Background: an optimization exercise with open tools, aiming at small area, a short achievable clock period and few clock cycles. Do not read the settings as production practice.
The RTL was checked by simulation tests, not by an equivalence proof against the original design.
Power is estimated from default activity; no workload was simulated.

==> flow/design.v, too long to show whole: its modules and the start of the top module <==
// module multipler_16x16: 14 lines
// module multipler_top: 1729 lines
module multipler_top #(
    parameter integer DATA_LENGTH       = 64,
    parameter integer BLOCK_LENGTH      = 16,
    parameter integer LENGTH            = 16
) (
    input  logic                        clk_i,
    input  logic                        rst_ni,
    input  logic                        start_i,
    output logic                        busy_o,
    output logic                        finish_o,
    input  logic [DATA_LENGTH-1:0]      indata_a_i,
    input  logic [DATA_LENGTH-1:0]      indata_b_i,
    output logic [DATA_LENGTH*2-1:0]    outdata_r_o
);
  // ...
==> flow/flow/run.sh <==
#!/bin/bash
set -euo pipefail
MARGIN=$(cat flow/margin.txt)
{
  echo "include $(pwd)/config.mk"
  echo "export SETUP_SLACK_MARGIN = $MARGIN"
} > margin_config.mk
sed "s#DESIGN_CONFIG=[^ ]*#DESIGN_CONFIG=$(pwd)/margin_config.mk#" standard.sh > standard_margin.sh
bash standard_margin.sh > standard.log 2>&1
==> flow/flow/margin.txt <==
6.5
==> flow/standard.sh <==
#!/bin/bash
# synth_recipe.tcl (not shown) runs the flow's synth.tcl, then flattens the netlist and writes it again
# the make line also repeats each setting of config.mk as NAME=value (left out here)
make -C /OpenROAD-flow-scripts/flow DESIGN_CONFIG=/design/flow/config.mk WORK_HOME=/design/flow/orfs CLKGATE_MAP_FILE= SYNTH_SCRIPT=/design/flow/synth_recipe.tcl "${@:-finish}"
==> flow/config.mk <==
export PLATFORM = sky130hd
export DESIGN_NAME = multipler_top
export DESIGN_NICKNAME = multipler_top
export VERILOG_FILES = /design/flow/design.v
export SDC_FILE = /design/flow/constraint.sdc
export NUM_CORES = 4
export LEC_CHECK = 0
export CAP_MARGIN = 20
export CORE_MARGIN = 2
export CORE_UTILIZATION = 45
export SLEW_MARGIN = 20
==> flow/constraint.sdc <==
create_clock -name core_clock -period 10.0 [get_ports {clk_i}]
set_input_delay 2.0000 -clock core_clock [delete_from_list [all_inputs] [get_ports {clk_i}]]
set_output_delay 2.0000 -clock core_clock [all_outputs]
set_load 0.01 [all_outputs]
==> results.json, run 1 <==
{
  "placeableCoreArea_mm2": 0.0467,
  "synth.area.top_cells": "dfxtp_1 21%, fa_1 19%, edfxtp_1 9.0%",
  "hp-class": "reg -> reg",
  "clockRootBuffer": "clkbuf_16",
  "cts_hold_buffers": 0,
  "whs_ns": 0.434,
  "synth_common_cells": "247 x nand2_1, 221 x dfxtp_1, 219 x inv_1, 200 x fa_1, 192 x a22oi_1",
  "top_regs": "a_q x64, b_q x64, c_q x64",
  "wl_met2_um": 27100,
  "setup_ws_ns": 6.53,
  "stdcell_count": 2948,
  "holdPathEnd": "b_q[9]",
  "yosys_warnings": 1,
  "antenna_found_initial": 3,
  "hold_depth": 2,
  "drc": 0,
  "maxSlewHeadroom": 0.356,
  "use_met3": 0.0551,
  "gr-total-overflow": 0,
  "yosysMostFrequentCell": "nand2_1",
  "p_comb_mw": 4.11,
  "status": "timing/DRC/antenna clean",
  "antenna_cells": 0,
  "antenna_left": 0,
  "via_per_inst": 5.37,
  "nWellTaps": 607,
  "synth_top_family_by_area": "adder cells",
  "p_total_mw": 7.31,
  "p_per_area_mw_per_mm2": 287,
  "firstDrtPassIters": 16,
  "initial_utilization": 0.457,
  "critPathKind": "reg -> out",
  "drtIter0Drc": 1071,
  "post_cts_buffers": 8,
  "multi_input_cells": 1480,
  "synth_area_leader_cell": "dfxtp_1",
  "cp.depth": 1,
  "cp_max_fo": 2,
  "use_met2": 0.385,
  "p_seq_mw": 1.84,
  "tightest_slew_ns": 0.957
}
Testbench counts, summed over its fixed seeds: cycles 33,600.
==> run 2: changes to the inputs <==
--- a/flow/design.v
+++ b/flow/design.v
@@ -751,18 +751,18 @@
 assign csa_s[69] = pp2[65];
 assign csa_c[69] = fc530;
 assign csa_s[70] = cb[2];
 assign csa_c[70] = 1'b0;
 assign csa_s[71] = 1'b0;
 assign csa_c[71] = 1'b0;
 assign csa_s[72] = 1'b0;
 assign csa_c[72] = 1'b0;
+wire [K:0]  low_sum = {1'b0, ls_q} + {1'b0, lc_q} + {{K{1'b0}}, cy_q};
 wire [67:0] full_sum;
-wire low_cy;
 wire [67:0] pa_p0, pa_g0;
 assign pa_p0 = {s_q[61:0], ls_q} ^ {c_q[61:0], lc_q};
 assign pa_g0 = {s_q[61:0], ls_q} & {c_q[61:0], lc_q};
 wire [67:0] pa_G_0, pa_P_0;
 assign pa_G_0 = {pa_g0[67:1], pa_g0[0] | (pa_p0[0] & cy_q)};
 assign pa_P_0 = pa_p0;
 wire [67:0] pa_G_1, pa_P_1;
 assign pa_G_1[0] = pa_G_0[0];
@@ -1719,25 +1719,24 @@
 assign pa_P_7[64] = pa_P_6[64] & pa_P_6[63];
 assign pa_G_7[65] = pa_G_6[65] | (pa_P_6[65] & pa_G_6[63]);
 assign pa_P_7[65] = pa_P_6[65] & pa_P_6[63];
 assign pa_G_7[66] = pa_G_6[66] | (pa_P_6[66] & pa_G_6[63]);
 assign pa_P_7[66] = pa_P_6[66] & pa_P_6[63];
 assign pa_G_7[67] = pa_G_6[67] | (pa_P_6[67] & pa_G_6[63]);
 assign pa_P_7[67] = pa_P_6[67] & pa_P_6[63];
 assign full_sum = pa_p0 ^ {pa_G_7[66:0], cy_q};
-assign low_cy = pa_G_7[5];
 always_ff @(posedge clk_i) begin
     a_q   <= st_idle ? indata_a_i : a_q;
-    b_q   <= st_idle ? {{(NK-64){1'b0}}, indata_b_i} : {full_sum[K-1:0], b_q[NK-1:K]};
+    b_q   <= st_idle ? {{(NK-64){1'b0}}, indata_b_i} : {low_sum[K-1:0], b_q[NK-1:K]};
     one_q <= st_idle ? one_in : one_nx;
     two_q <= st_idle ? two_in : two_nx;
     neg_q <= st_idle ? neg_in : neg_nx;
     s_q   <= st_cpa ? {{(M-62){1'b0}}, full_sum[67:K]} : csa_s[W-1:K];
     c_q   <= csa_c[W-1:K];
     ls_q  <= csa_s[K-1:0];
     lc_q  <= csa_c[K-1:0];
-    cy_q  <= st_run & ~first & low_cy;
+    cy_q  <= st_run & ~first & low_sum[K];
 end
 assign busy_o      = st_run | st_cpa;
 assign finish_o    = st_fin;
 assign outdata_r_o = {s_q[61:0], b_q};
 endmodule
==> run 2 against run 1 <==
Clock skew rose by 0.011 ns; sequential power is essentially flat; total power is 1.0% higher; final cell count fell by 1.3%; sequential share of layout area grew 0.14 points; cell area decreased by 0.55%; register-to-register slack got worse by 0.19 ns; global-route usage grew 0.37 points; critical path depth rose by 16; largest cell class unchanged.
==> results.json, run 2 <==
{
  "synth-edff-count": 64,
  "max_freq_mhz": 276,
  "clk_pin_slew_ns": 0.06,
  "firstDrtPassIters": 5,
  "synth_fa_ha_area_frac": 0.271,
  "yosys_warnings": 1,
  "ys_types": 61,
  "power_frac_clock": 0.187,
  "syn_to_final_growth_pct": 20.4,
  "cts_tree": "yes",
  "top_regs": "a_q x64, b_q x64, c_q x64",
  "cp_max_fo": 3,
  "cp-start-kind": "register",
  "initial_utilization": 0.454,
  "async_flop_share": 0,
  "num-nets-final": 2743,
  "via_per_inst": 5.25,
  "p_seq_frac": 0.247,
  "gr-total-overflow": 0,
  "final_cell_mix": "219 x inv_1, 219 x nand2_1, 195 x fa_1",
  "cts_inserted_buffers": 35,
  "p_sw_mw": 3.04,
  "grt_pass1_wl_um": 90000,
  "rows": 79,
  "portBuffers": 260,
  "drc": 0,
  "rsz0062_at_grt": "yes",
  "tns_ns": 0,
  "drtIter0Drc": 1006,
  "hp-class": "reg -> reg",
  "yosysMostFrequentCell": "inv_1",
  "worstSkewPairLatency_ns": 0.56,
  "fp.dieW_um": 220,
  "clock_sinks": 285,
  "seqCellArea_mm2": 0.00639,
  "seq_area_frac_synth": 0.301,
  "synth_area_mm2": 0.0211,
  "cp-end-kind": "register",
  "met1_usage": 0.337,
  "placedInstanceArea_mm2": 0.0237,
  "muxShareOfSynthArea": 0.0235,
  "grt_max_degree": 76,
  "synth-main-ff-cell": "dfxtp_1",
  "antenna_found_initial": 6,
  "dp_slack_ns": 5.95,
  "synth_top_family_by_area": "adder cells",
  "final_area_mm2": 0.0254,
  "placeableCoreArea_mm2": 0.0464,
  "cp_data_required_time_ns": 10.45,
  "synth_top_area_share": 0.210,
  "gp_congestion": 0.853,
  "die_h_um": 220,
  "grt_pass1_vias": 16000,
  "critPathKind": "reg -> reg",
  "drive_above_1_share": 0.0904,
  "grt_use_total": 0.241,
  "cts_max_path_buffers": 3,
  "routedWlPerCell_um": 19.7,
  "power_frac_comb": 0.566,
  "io-pin-count": 261,
  "min_period_ns": 3.62,
  "multi_input_area_mm2": 0.0132,
  "antenna_left": 0,
  "use_met3": 0.0407,
  "setup_ws_ns": 6.38,
  "finalSetupViolCount": 0,
  "synth_cells": 2102,
  "syn_avg_cell_area_um2": 10.0,
  "synthXorXnorAreaFrac": 0.105,
  "maxSlewHeadroom": 0.380,
  "clock_skew_ns": 0.0235,
  "clockRootBuffer": "clkbuf_16",
  "wl_um": 57500,
  "critical_path_arrival_ns": 4.07,
  "synth_common_cells": "223 x inv_1, 221 x dfxtp_1, 220 x nand2_1, 198 x fa_1, 190 x a22oi_1",
  "synth.area.top_cells": "dfxtp_1 21%, fa_1 19%, edfxtp_1 9.1%",
  "status": "timing/DRC/antenna clean",
  "synth-compound-area-share": 0.116,
  "ys_ff_latch": 285,
  "tightest_slew_ns": 0.930,
  "p_leak_nw": 11.5,
  "stdcell_count": 2911,
  "synthSimpleGateAreaFrac": 0.101,
  "use_met2": 0.377,
  "whs_ns": 0.436,
  "vias": 15300,
  "dieArea_mm2": 0.0485,
  "internal-power_mw": 4.35,
  "cts.htree.levels": 2,
  "dp_hpwl_um": 41200,
  "n_fill_cell": 4098,
  "period_share": 0.362,
  "slew_violations": 0,
  "grt-busiest-layer": "met2",
  "ir_drop_mv": 0.177,
  "maxCapViolCount": 0,
  "syn_nets": 2571,
  "finalHoldViolations": 0,
  "synth_area_leader_cell": "dfxtp_1",
  "cts_hold_buffers": 0,
  "sw_frac_of_total": 0.411,
  "dp.cells": 2819,
  "p_per_area_mw_per_mm2": 291
}
## run 2: cell types whose count changed after synthesis, moves of 4 or more
cell,before,now
inv_1,219,223
mux2_2,29,44
xnor2_1,98,108
o21ai_1,9,5
nand4_1,5,9
and3_1,11,3
nand2_1,247,220
nor3_1,15,8
## run 2: area by class of cell
type                            instances  share of cell area
Multi-Input combinational cell       1427               0.519
Sequential cell                       285               0.252
Timing Repair Buffer                  298               0.115
Clock buffer                           47              0.0387
Inverter                              227              0.0339
Tap cell                              607              0.0299
Clock inverter                         16              0.0105
Antenna cell                            4            0.000395
## run 2: per-layer routing
layer	up-vias	wire length, um	share of wire
met1	7583	26000	0.45
met5	-	0	0
met3	88	3270	0.057
li1	7203	-	-
met4	0	1680	0.029
met2	419	26500	0.46
## run 2: power by group through the flow
stage	sequential, mW	clock [mW]	combinational [mW]
detailed placement	1.85	0	4.17
finish	1.83	1.38	4.18
global route	1.86	1.46	4.75
CTS	1.83	1.41	4.21
global placement	1.85	0	4.08
floorplan	1.72	0	3.02
## run 2: path summary, 6_finish.rpt
path / slack (ns) / start / depth (start not counted) / end
setup / recovery: 6.38 / ls_q[0] / 17 / outdata_r_o[124]
hold / removal: 0.44 / b_q[20] / 2 / b_q[14]
setup reg to reg: 6.38 / ls_q[0] / 17 / outdata_r_o[124]
hold reg to reg: 0.44 / b_q[20] / 2 / b_q[14]
## run 2: cells by family after synthesis
family | after synthesis
DFF | 285
and+or+nand+nor | 448
xor gates and xnor gates | 253
adders and majority gates | 338
muxes | 44
buffers and inverters | 391
AOI/OAI and AO/OA | 343
## run 2: critical path: stages (launching register included)
cell and delay [ns]:
dfxtp_2 0.32, inv_2 0.04, fa_2 0.38, inv_2 0.07
fa_2 0.21, a21oi_2 0.07, o22ai_2 0.23, a21oi_2 0.11
o21ai_4 0.23, a21oi_4 0.11, o31a_4 0.33, clkinv_4 0.07
a21oi_4 0.06, o21a_1 0.22, o21bai_1 0.18, a21o_1 0.16
fa_2 0.43, mux2_2 0.27
## run 2: what timing repair did
item / 4_1_cts / 5_1_grt
gates resized for setup: 121 / 45
cloned: 0 / 1
pin swaps: 14 / 11
buffers inserted: 17 / 7
endpoints found under the setup margin: 140 / 67
## run 2: stage by stage
step / total power, mW / util
finish: 7.38 / 0.547
global route: 8.07 / 0.547
CTS: 7.44 / 0.543
detailed placement: 6.02 / 0.511
global placement: 5.93 / 0.511
floorplan: 4.74 / -
Testbench counts of run 2, summed over its fixed seeds: cycles 33,600.

## port drivers added, routing unchanged
In the flow no input, the clock included, has a driving cell. The finished layouts below were timed again as built, in two steps. Step 1 sets driving cells, clkbuf_16 on the clock port and buf_2 on the other inputs (assumed; they add their load-dependent delay and slew). Step 2, shift: input delay + t, output delay - t, t = (earliest + latest rising clock arrival at the registers) / 2. This alone moves slack from input paths to output paths. Three values: ideal, step 1, step 2; two values: the first two.
run | t (ns) | setup slack, ns | hold WS [ns] | clock arrival spread, ns | cell pins on the clock port's net
run 1 | 0.615 | 6.532 / 6.475 / 6.574 | 0.434 / 0.434 / 0.434 | 0.013 / 0.013 | 1
run 2 | 0.609 | 6.383 / 6.383 / 6.383 | 0.436 / 0.436 / 0.436 | 0.024 / 0.024 | 1
After both steps setup and hold are still met in every run listed.
